Background: an optimization exercise with open tools, aiming at small area and a short achievable clock period. Do not read the settings as production practice. RTL that was checked went through simulation tests only; none was proved equivalent to the original. Power is estimated from default activity; no workload was simulated.

// lampFPU_FMA
module lampFPU_FMA( clk,rst,
sign_op1_i,mant_op1_i,exp_op1_i,isZ_op1_i,isInf_op1_i, isSNAN_op1_i, isQNAN_op1_i,
sign_op2_i,mant_op2_i,exp_op2_i,isZ_op2_i,isInf_op2_i, isSNAN_op2_i, isQNAN_op2_i,
sign_op3_i,mant_op3_i,exp_op3_i,isInf_op3_i, isSNAN_op3_i, isQNAN_op3_i,
doFMU_i,is_mult_sub_i,is_add_sub_i,  
res_sign_o,res_mant_o, res_exp_o,
is_Overflow_o,is_Underflow_o,is_to_round_o,valid_o
);
Size in the first run: roughly 1600 cells after synthesis, about 95 I/O pins.
Settings: LEC_CHECK=0, ABC_AREA=1, CAP_MARGIN=20, CORE_MARGIN=2, CORE_UTILIZATION=40, CTS_BUF_LIST=sky130_fd_sc_hd__clkbuf_8, SETUP_SLACK_MARGIN=4, SLEW_MARGIN=20, TNS_END_PERCENT=0; clock period 10.0 ns.
standard.sh (not shown) runs the stock make flow with config.mk's settings and CLKGATE_MAP_FILE= SYNTH_SCRIPT=/design/flow/synth_recipe.tcl, a recipe that flattens the netlist after the stock synthesis.
==> flow/flow/run.sh <==
#!/bin/bash
# Standard layout, except that the port buffers are buf_1 cells instead of
# the delay-cell buffers buffer_ports picks by default. Every port still gets a buffer.
set -euo pipefail
bash standard.sh BUFFER_PORTS_ARGS="-buffer_cell sky130_fd_sc_hd__buf_1" finish > standard_make.log 2>&1
The first run finished clean.
Edit:
CTS_BUF_LIST = default   (was sky130_fd_sc_hd__clkbuf_8)
SETUP_SLACK_MARGIN = 3   (was 4)
TNS_END_PERCENT = default   (was 0)
Effect: Global-route usage goes down by 0.10 points; sequential cell count is unchanged; design area goes down by about 6%; via count goes down by 2.8%; critical path depth goes up by 3; sequential share of layout area goes up by 0.91 points; worst setup slack got worse by 690 ps; total power goes down by about 7.5%; register-to-register slack got worse by 660 ps; clock skew is about the same; wire length goes down by about 4.6%.
Edit:
CORE_UTILIZATION = 35   (was 40)
CTS_BUF_LIST = sky130_fd_sc_hd__clkbuf_8   (was default)
SETUP_SLACK_MARGIN = 4   (was 3)
TNS_END_PERCENT = 10   (was default)
Result:
- global-route usage falls by 2.3 points
- clock-buffer cell count does not change
- die area rises by 14%
- power rises by 13%
- clock power falls by 30%
- design area rises by 9.4%
- worst hold slack degrades by 4.1 ps
- core utilization falls by 1.9 points
- wire length rises by 5.9%
Edit:
==> flow/flow/run.sh (replaced) <==
#!/bin/bash
# Standard layout, except that the port buffers are buf_1 cells instead of
# the delay-cell buffers buffer_ports picks by default (every port still gets
# a buffer), and that after global routing non-critical gates are downsized
# (ORFS's power recovery step).
set -euo pipefail
bash standard.sh BUFFER_PORTS_ARGS="-buffer_cell sky130_fd_sc_hd__buf_1" RECOVER_POWER=100 finish > standard_make.log 2>&1
CORE_UTILIZATION = 40   (was 35)
Total power drops by a few percent.
Routed wire length shrinks slightly.
Register-to-register slack is worse by 1600 ps.
First-iteration DRC count drops slightly.
Die area shrinks by roughly a tenth.
Synthesized cell count stays the same.
Maximum frequency goes down by about a fifth.
Count of clock-buffer cells in the layout came out lower by 1.
Global-route usage grows by 2.5 points.

---

lampFPU_FMA again, from the RTL that the note above started with.
Settings: LEC_CHECK=0, ABC_AREA=1, CAP_MARGIN=20, CORE_MARGIN=2, CORE_UTILIZATION=40, CTS_BUF_LIST=sky130_fd_sc_hd__clkbuf_8, SETUP_SLACK_MARGIN=3.7, SLEW_MARGIN=20, TNS_END_PERCENT=10; clock period 10.0 ns.
==> flow/flow/run.sh <==
#!/bin/bash
# Standard layout, except that the port buffers are buf_1 cells instead of
# the delay-cell buffers buffer_ports picks by default. Every port still gets a buffer.
set -euo pipefail
bash standard.sh BUFFER_PORTS_ARGS="-buffer_cell sky130_fd_sc_hd__buf_1" finish > standard_make.log 2>&1
Then changed:
CTS_BUF_LIST = default   (was sky130_fd_sc_hd__clkbuf_8)
PLACE_DENSITY = 0.8   (was default)
SETUP_SLACK_MARGIN = 4   (was 3.7)
What happened:
- fmax went up by 0.86%
- power went up by 18%
- clock-buffer cell count went down by 1
- worst hold slack degrades by 13 ps
- die area stays the same
- area after synthesis is unchanged
- global-route usage hardly moves
- final cell count went up by 2.3%
- combinational power went up by 21%
Then changed:
CORE_UTILIZATION = 65   (was 40)
CTS_BUF_LIST = sky130_fd_sc_hd__clkbuf_8   (was default)
PLACE_DENSITY = default   (was 0.8)
SETUP_SLACK_MARGIN = 3   (was 4)
TNS_END_PERCENT = default   (was 10)
Final cell count falls by 10%.
Global-route usage rises by 11 points.
Total power falls by 20%.
Clock-buffer cell count rises by 1.
Synthesized area is unchanged.
Core utilization rises by 22 points.
Fmax falls by 7.8%.
Then changed:
CORE_UTILIZATION = 40   (was 65)
SETUP_SLACK_MARGIN = 4   (was 3)
TNS_END_PERCENT = 30   (was default)
Result: The changed run passed the timing, DRC and antenna checks. Power grows by 11%. Worst setup slack improved by 630 ps. Synthesized area is unchanged. Fmax grows by 11%. Die area grows by 60%. Clock power shrinks by 11%.
Then changed:
CORE_UTILIZATION = 50   (was 40)
TNS_END_PERCENT = 10   (was 30)
After rerunning:
- critical path depth increases by 7
- power goes up by a few percent
- setup slack gets worse by 68 ps
- design area went up slightly
- utilization grows by 13 points
- final cell count goes down by a few percent
- clock-buffer cell count came out higher by 1
Then changed:
CORE_UTILIZATION = 40   (was 50)
CTS_BUF_LIST = default   (was sky130_fd_sc_hd__clkbuf_8)
SETUP_SLACK_MARGIN = 5   (was 4)
TNS_END_PERCENT = default   (was 10)
=> Sequential cell count is unchanged. Wire length climbs by 32%. Core utilization climbs by 1.1 points. Non-clock buffer count climbs by 190. Cell count climbs by 13%. Fmax climbs by 0.62%. Cell area climbs by 29%. Worst setup slack improves by 36 ps. Hold slack degrades by 4.7 ps.

---

Setup of JK:
Another version of the RTL of lampFPU_FMA (not shown whole).
Size in the first run: roughly 95 I/O pins, about 9500 sq um of cells after synthesis.
export LEC_CHECK = 0
export CAP_MARGIN = 20
export CORE_MARGIN = 2
export CORE_UTILIZATION = 40
export SETUP_SLACK_MARGIN = 5
export SLEW_MARGIN = 20
create_clock -name core_clock -period 10.0 [get_ports {clk}]
run.sh (not shown) runs the stock make flow with config.mk's settings and CLKGATE_MAP_FILE= SYNTH_SCRIPT=/design/flow/synth_recipe.tcl, a recipe that flattens the netlist after the stock synthesis.
Stock flow here: none of the scripts above is used.
diff inputs: JK => MS
Settings: a deleted SETUP_SLACK_MARGIN that had been 5.
[summary]
- MS vs. JK: critical path depth has decreased, relative area change from synthesis to final layout has decreased, multi-input logic cell count has decreased.
- Compared with JK, in MS first-pass GRT wire length moved down; non-clock buffer count in the final layout moved down.
- Worst setup slack on MS is down relative to JK.
- Achievable frequency (JK / MS): 1.4
- MS packs its core looser than JK.
### MS -> AL
Settings: CORE_UTILIZATION changed from 40 to 65; SETUP_SLACK_MARGIN newly set to 3.
Findings:
On utilization, the higher figure sits with AL, not MS.
Cell area on AL is behind MS.
In the tables for MS and AL, final critical-path setup slack reads lower with MS.
Number of flops mapped to enable cells by yosys delta (AL -> MS): insignificant
Relative to MS, the total power of AL is higher by 10%.
Die area of AL falls short of that of MS by more than a quarter.
--- input diff AL..TR ---
Settings: CORE_UTILIZATION changed from 65 to 40.
[summary]
TR against AL: share of power burned in combinational logic lower, clock-buffer cell count higher, number of well taps has increased. Cmp AL and TR / arrival time at the worst endpoint / higher: AL. Utilization AL -> TR: down. TR leaves more setup margin than AL. In the tables for AL and TR, routed wire length reads higher with AL.
Changes in PW relative to TR:
Settings: ABC_AREA: unset -> 1.
==> flow/flow/run.sh (new file) <==
#!/bin/bash
# Standard layout, except that the port buffers are buf_1 cells instead of
# the delay-cell buffers buffer_ports picks by default. Every port still gets a buffer.
set -euo pipefail
bash standard.sh BUFFER_PORTS_ARGS="-buffer_cell sky130_fd_sc_hd__buf_1" finish > standard_make.log 2>&1
==> flow/standard.sh (new file) <==
#!/bin/bash
# synth_recipe.tcl (not shown) runs the flow's synth.tcl, then flattens the netlist and writes it again
# the make line also repeats each setting of config.mk as NAME=value (left out here)
make -C /OpenROAD-flow-scripts/flow DESIGN_CONFIG=/design/flow/config.mk WORK_HOME=/design/flow/orfs CLKGATE_MAP_FILE= SYNTH_SCRIPT=/design/flow/synth_recipe.tcl "${@:-finish}"
removed: flow/run.sh
[summary]
PW: no failed stages, no open violations at the end
Number of sequential cells came out exactly the same in TR and PW.
Comparing TR and PW, critical path depth is lower on PW.
[diff] wire length of the first global-routing pass, PW relative to TR: improvement
Looking at post-route met1 wirelength, PW sits 470 um lower than TR does.
On switching share of total power: between TR and PW, it ends up higher for PW.
PW vs TR: net switching power figure down by a little under 10%
Compared with TR, in PW non-clock buffer count now smaller, power now smaller, post-synthesis xor/xnor area fraction now smaller, share of power burned in the clock network now larger.
Via count (PW over TR): increase, 6.6%
Function was not checked in any run of this note: the RTL went through the layout flow alone.

---

build 96:
RTL: one of the versions met above, not the one the previous note started from.
Size: ~84 flip-flops, about 95 I/O pins, about 0.010 sq mm of cells after synthesis.
Settings: LEC_CHECK=0, ABC_AREA=1, CAP_MARGIN=20, CORE_MARGIN=2, CORE_UTILIZATION=40, SETUP_SLACK_MARGIN=4.3, SLEW_MARGIN=20, TNS_END_PERCENT=10; clock period 10.0 ns.
standard.sh (not shown) runs the stock make flow with config.mk's settings and CLKGATE_MAP_FILE= SYNTH_SCRIPT=/design/flow/synth_recipe.tcl, a recipe that flattens the netlist after the stock synthesis.
==> flow/flow/run.sh <==
#!/bin/bash
# Standard layout, except that the port buffers are buf_1 cells instead of
# the delay-cell buffers buffer_ports picks by default. Every port still gets a buffer.
set -euo pipefail
bash standard.sh BUFFER_PORTS_ARGS="-buffer_cell sky130_fd_sc_hd__buf_1" finish > standard_make.log 2>&1
Build 96 completed every stage of the flow, and the final layout passed the timing, DRC and antenna checks.
[inputs] build 15 vs build 96
- a change of SETUP_SLACK_MARGIN from 4.3 to 4
- an added CTS_BUF_LIST of sky130_fd_sc_hd__clkbuf_8
==> flow/flow/run.sh <==
#!/bin/bash
# Standard layout, except that the port buffers are buf_1 cells instead of
# the delay-cell buffers buffer_ports picks by default (every port still gets
# a buffer), and that after global routing non-critical gates are downsized
# while the setup margin is kept (flow/post_grt.tcl).
set -euo pipefail
bash standard.sh BUFFER_PORTS_ARGS="-buffer_cell sky130_fd_sc_hd__buf_1" POST_GLOBAL_ROUTE_TCL="$PWD/flow/post_grt.tcl" finish > standard_make.log 2>&1
==> flow/flow/post_grt.tcl (new file) <==
# After ORFS's global-route timing repair: downsize gates off the critical
# paths while keeping the setup margin, then redo the incremental global route
# and the route guides for the detailed router.
global_route -start_incremental
repair_timing -recover_power 100 -setup_margin $::env(SETUP_SLACK_MARGIN) -verbose
global_route -end_incremental
estimate_parasitics -global_routing
report_wns
report_tns
write_guides $::env(RESULTS_DIR)/route.guide
Findings:
- Diff build 96 -> build 15 | non-clock buffer count | decrease of 36
- Compared build 15 vs build 96, and maximum frequency is down in build 15.
- In build 15, the net switching power of the design came out 0.15 mW below the value in build 96.
- Detailed-route via count in build 15 vs build 96: down 1.8%
- Compared with build 96, build 15 shows final period utilization higher by 17 points.
- Build 15 reports a lower cell internal power dissipation than build 96 does.
- [build 15] number of clock-tree buffers in the layout fell 1 relative to build 96
- Looking at endpoint of the most critical setup path, the res_exp_o[2] result is from build 15; the exp9_r[6] one comes from build 96.
- Build 15 vs. build 96: worst slew slack as a fraction of its limit fell by 4.6 points; total length of routed met2 wires fell by 4.5%; wire length of the first global-routing pass fell by 1100 microns; number of sinks on the clock net stayed essentially flat.
Modified inputs, build 93 compared to build 15
- an added PLACE_DENSITY of 0.5
==> flow/flow/run.sh <==
#!/bin/bash
# Standard layout, except that the port buffers are buf_1 cells instead of
# the delay-cell buffers buffer_ports picks by default. Every port still gets a buffer.
set -euo pipefail
bash standard.sh BUFFER_PORTS_ARGS="-buffer_cell sky130_fd_sc_hd__buf_1" finish > standard_make.log 2>&1
removed: flow/flow/post_grt.tcl
### Flow results
- As of build 93, final-stage net count had risen slightly compared to build 15.
- Going from build 15 to build 93, final area climbed about 1.9%; shortest clock period the worst path allows after layout fell 1.53 ns; post-synthesis to final-layout area growth increased 2.2 points; internal power contribution +about 2%.
- Build 93 | status: complete | timing, DRC, antenna: pass
- The run showing the smaller non-clock buffer count is build 15.
- Build 93 does worse than build 15 on hold slack.
- Build 15 → build 93: total power moved up, top achievable clock speed moved up, routed wire length moved up, max-slew headroom at the worst pin moved down.
diff inputs: build 93 => build 91
- changing CAP_MARGIN from 20 to 0
- removing PLACE_DENSITY (formerly 0.5)
- changing SLEW_MARGIN from 20 to 0
Findings:
Compared with build 93, in build 91 slack of the critical path up 0.11 ns; via count increased by 0.88% relative to the old numbers; maximum number of pins on one net before global-route repair picked up an extra 6.3%.

---

## before
lampFPU_FMA, a different RTL version from the one above (not shown whole).
Size in the first run: about 1200 cells after synthesis, ~81 flip-flops, roughly 95 I/O pins, roughly 9400 um2 of cells after synthesis.
export LEC_CHECK = 0
export CAP_MARGIN = 20
export CORE_MARGIN = 2
export CORE_UTILIZATION = 40
export SETUP_SLACK_MARGIN = 3
export SLEW_MARGIN = 20
create_clock -name core_clock -period 10.0 [get_ports {clk}]
run.sh (not shown) runs the stock make flow with config.mk's settings and CLKGATE_MAP_FILE= SYNTH_SCRIPT=/design/flow/synth_recipe.tcl, a recipe that flattens the netlist after the stock synthesis.
Stock flow here: none of the scripts above is used.
In summary, before completed successfully, with a layout that passed the timing, DRC and antenna checks.
Setup changes, before to after
- removing SETUP_SLACK_MARGIN (formerly 3)
==> results.txt <==
- Cell area | after vs before | after smaller
- after vs. before: number of buffers inserted by post-CTS setup repair went down, number of fill cells went up, post-layout minimum cycle time went up.
- Max sequential share of power across after and before: after
- Delta (after minus before): leakage power summed over all cells went down; final cell count went down 2.1%.
No functional check of the RTL was part of any run of this note.

---

RTL: one of the versions met above, not the one the previous note started from.
For scale: roughly 95 I/O pins, ~9900 um^2 of cells after synthesis.
Settings: LEC_CHECK=0, ABC_AREA=1, CAP_MARGIN=20, CORE_MARGIN=2, CORE_UTILIZATION=40, SETUP_SLACK_MARGIN=3, SLEW_MARGIN=20; clock period 10.0 ns.
Next try:
==> flow/flow/run.sh (new file) <==
#!/bin/bash
# Standard layout, except that the port buffers are buf_2 cells instead of
# the delay-cell buffers buffer_ports picks by default. Every port still gets a buffer.
set -euo pipefail
bash standard.sh BUFFER_PORTS_ARGS="-buffer_cell sky130_fd_sc_hd__buf_2" finish > standard_make.log 2>&1
==> flow/standard.sh (new file) <==
#!/bin/bash
# synth_recipe.tcl (not shown) runs the flow's synth.tcl, then flattens the netlist and writes it again
# the make line also repeats each setting of config.mk as NAME=value (left out here)
make -C /OpenROAD-flow-scripts/flow DESIGN_CONFIG=/design/flow/config.mk WORK_HOME=/design/flow/orfs CLKGATE_MAP_FILE= SYNTH_SCRIPT=/design/flow/synth_recipe.tcl "${@:-finish}"
removed: flow/run.sh
Outcome: The changed run ran to the end with no violations; synthesized area is unchanged; flip-flop and latch count stays the same; sequential share of layout area rises by 0.65 points; non-clock buffer count stays the same; clock power barely changes; cell count stays the same; worst setup slack gains 0.020 ns; sequential power stays flat; cell area falls by a few percent; synthesized cell count stays the same; via count is about the same.
Next try:
==> flow/run.sh (new file) <==
#!/bin/bash
# synth_recipe.tcl (not shown) runs the flow's synth.tcl, then flattens the netlist and writes it again
# the make line also repeats each setting of config.mk as NAME=value (left out here)
make -C /OpenROAD-flow-scripts/flow DESIGN_CONFIG=/design/flow/config.mk WORK_HOME=/design/flow/orfs CLKGATE_MAP_FILE= SYNTH_SCRIPT=/design/flow/synth_recipe.tcl finish
--- a/flow/config.mk
+++ b/flow/config.mk
@@ -7,3 +7,2 @@
 export LEC_CHECK = 0
-export ABC_AREA = 1
 export CAP_MARGIN = 20
@@ -11,3 +10,3 @@
 export CORE_UTILIZATION = 40
-export SETUP_SLACK_MARGIN = 3
+export SETUP_SLACK_MARGIN = 4
 export SLEW_MARGIN = 20
removed: flow/flow/run.sh
removed: flow/standard.sh
=> Final area rises by 16%. Synthesized cell count falls by 22%. First-iteration DRC count falls by about 20%. Core utilization rises by 9.1 points. Setup slack is better by 0.16 ns. Critical path depth rises by 6.
Next try:
--- a/flow/config.mk
+++ b/flow/config.mk
@@ -10,3 +10,3 @@
 export CORE_UTILIZATION = 40
-export SETUP_SLACK_MARGIN = 4
+export SETUP_SLACK_MARGIN = 3.5
 export SLEW_MARGIN = 20
The new run completed without violations.
Utilization falls by 2.8 points.
Critical path depth goes down by 1.
Power shrinks by 4.2%.
Die area stays the same.
Setup slack degrades by 0.12 ns.
No run of this note included a check of the RTL's function; only the layout flow was run.

## static timing again, ports no longer ideal
Ports are ideal in the flow. The routed layouts listed here were re-timed in OpenROAD. Step 1 assumes that a clkbuf_16 drives the clock port and a buf_2 every other input. Step 2 adds t to the input delays and takes it off the output delays; t is the mean of the earliest and latest rising clock arrival at the registers after step 1. Input paths then give back, and output paths get back, about the clock's delay inside the block. a / b / c = no drivers / after step 1 / after step 2; a / b = the first two.
| run | shift t [ns] | setup WS [ns] | worst setup path at the end |
|---|---|---|---|
| the first run of note 1 | 0.410 | 4.258 / 4.273 / 3.863 | input to register |
| the second run of note 1 | 0.392 | 3.565 / 3.587 / 3.195 | input to register |
| the third run of note 1 | 0.422 | 4.245 / 4.260 / 3.838 | input to register |
| the fourth run of note 1 | 0.407 | 2.745 / 2.745 / 2.745 | register to register |
| the first run of note 2 | 0.421 | 4.042 / 4.061 / 3.639 | input to register |
| the second run of note 2 | 0.396 | 4.093 / 4.093 / 3.795 | input to register |
| the third run of note 2 | 0.392 | 3.590 / 3.604 / 3.213 | input to register |
| the fourth run of note 2 | 0.405 | 4.222 / 4.241 / 3.835 | input to register |
| the fifth run of note 2 | 0.405 | 4.154 / 4.173 / 3.767 | input to register |
| the sixth run of note 2 | 0.398 | 4.190 / 4.203 / 3.805 | input to register |
| JK | 0.399 | 3.791 / 3.791 / 3.791 | register to register |
| MS | 0.393 | 1.293 / 1.293 / 1.293 | register to register |
| AL | 0.383 | 3.154 / 3.154 / 2.990 | input to register |
| TR | 0.393 | 3.307 / 3.307 / 3.023 | input to register |
| PW | 0.390 | 3.542 / 3.564 / 3.174 | input to register |
| build 96 | 0.395 | 4.299 / 4.325 / 3.930 | input to register |
| build 15 | 0.406 | 2.616 / 2.616 / 2.616 | register to register |
| build 93 | 0.411 | 4.147 / 4.165 / 3.754 | input to register |
| build 91 | 0.405 | 4.252 / 4.269 / 3.863 | input to register |
| before | 0.391 | 2.876 / 2.884 / 2.493 | input to register |
| after | 0.389 | 1.415 / 1.437 / 1.049 | input to register |
| the first run of note 6 | 0.388 | 3.484 / 3.501 / 3.113 | input to register |
| the second run of note 6 | 0.383 | 3.505 / 3.529 / 3.146 | input to register |
| the third run of note 6 | 0.396 | 3.667 / 3.667 / 3.667 | register to register |
| the fourth run of note 6 | 0.402 | 3.550 / 3.550 / 3.435 | input to register |
After both steps setup and hold are still met in every run listed. The setup slack of the third run of note 1, which loses most, moves by +0.015 ns with the drivers and by -0.407 ns with both steps.
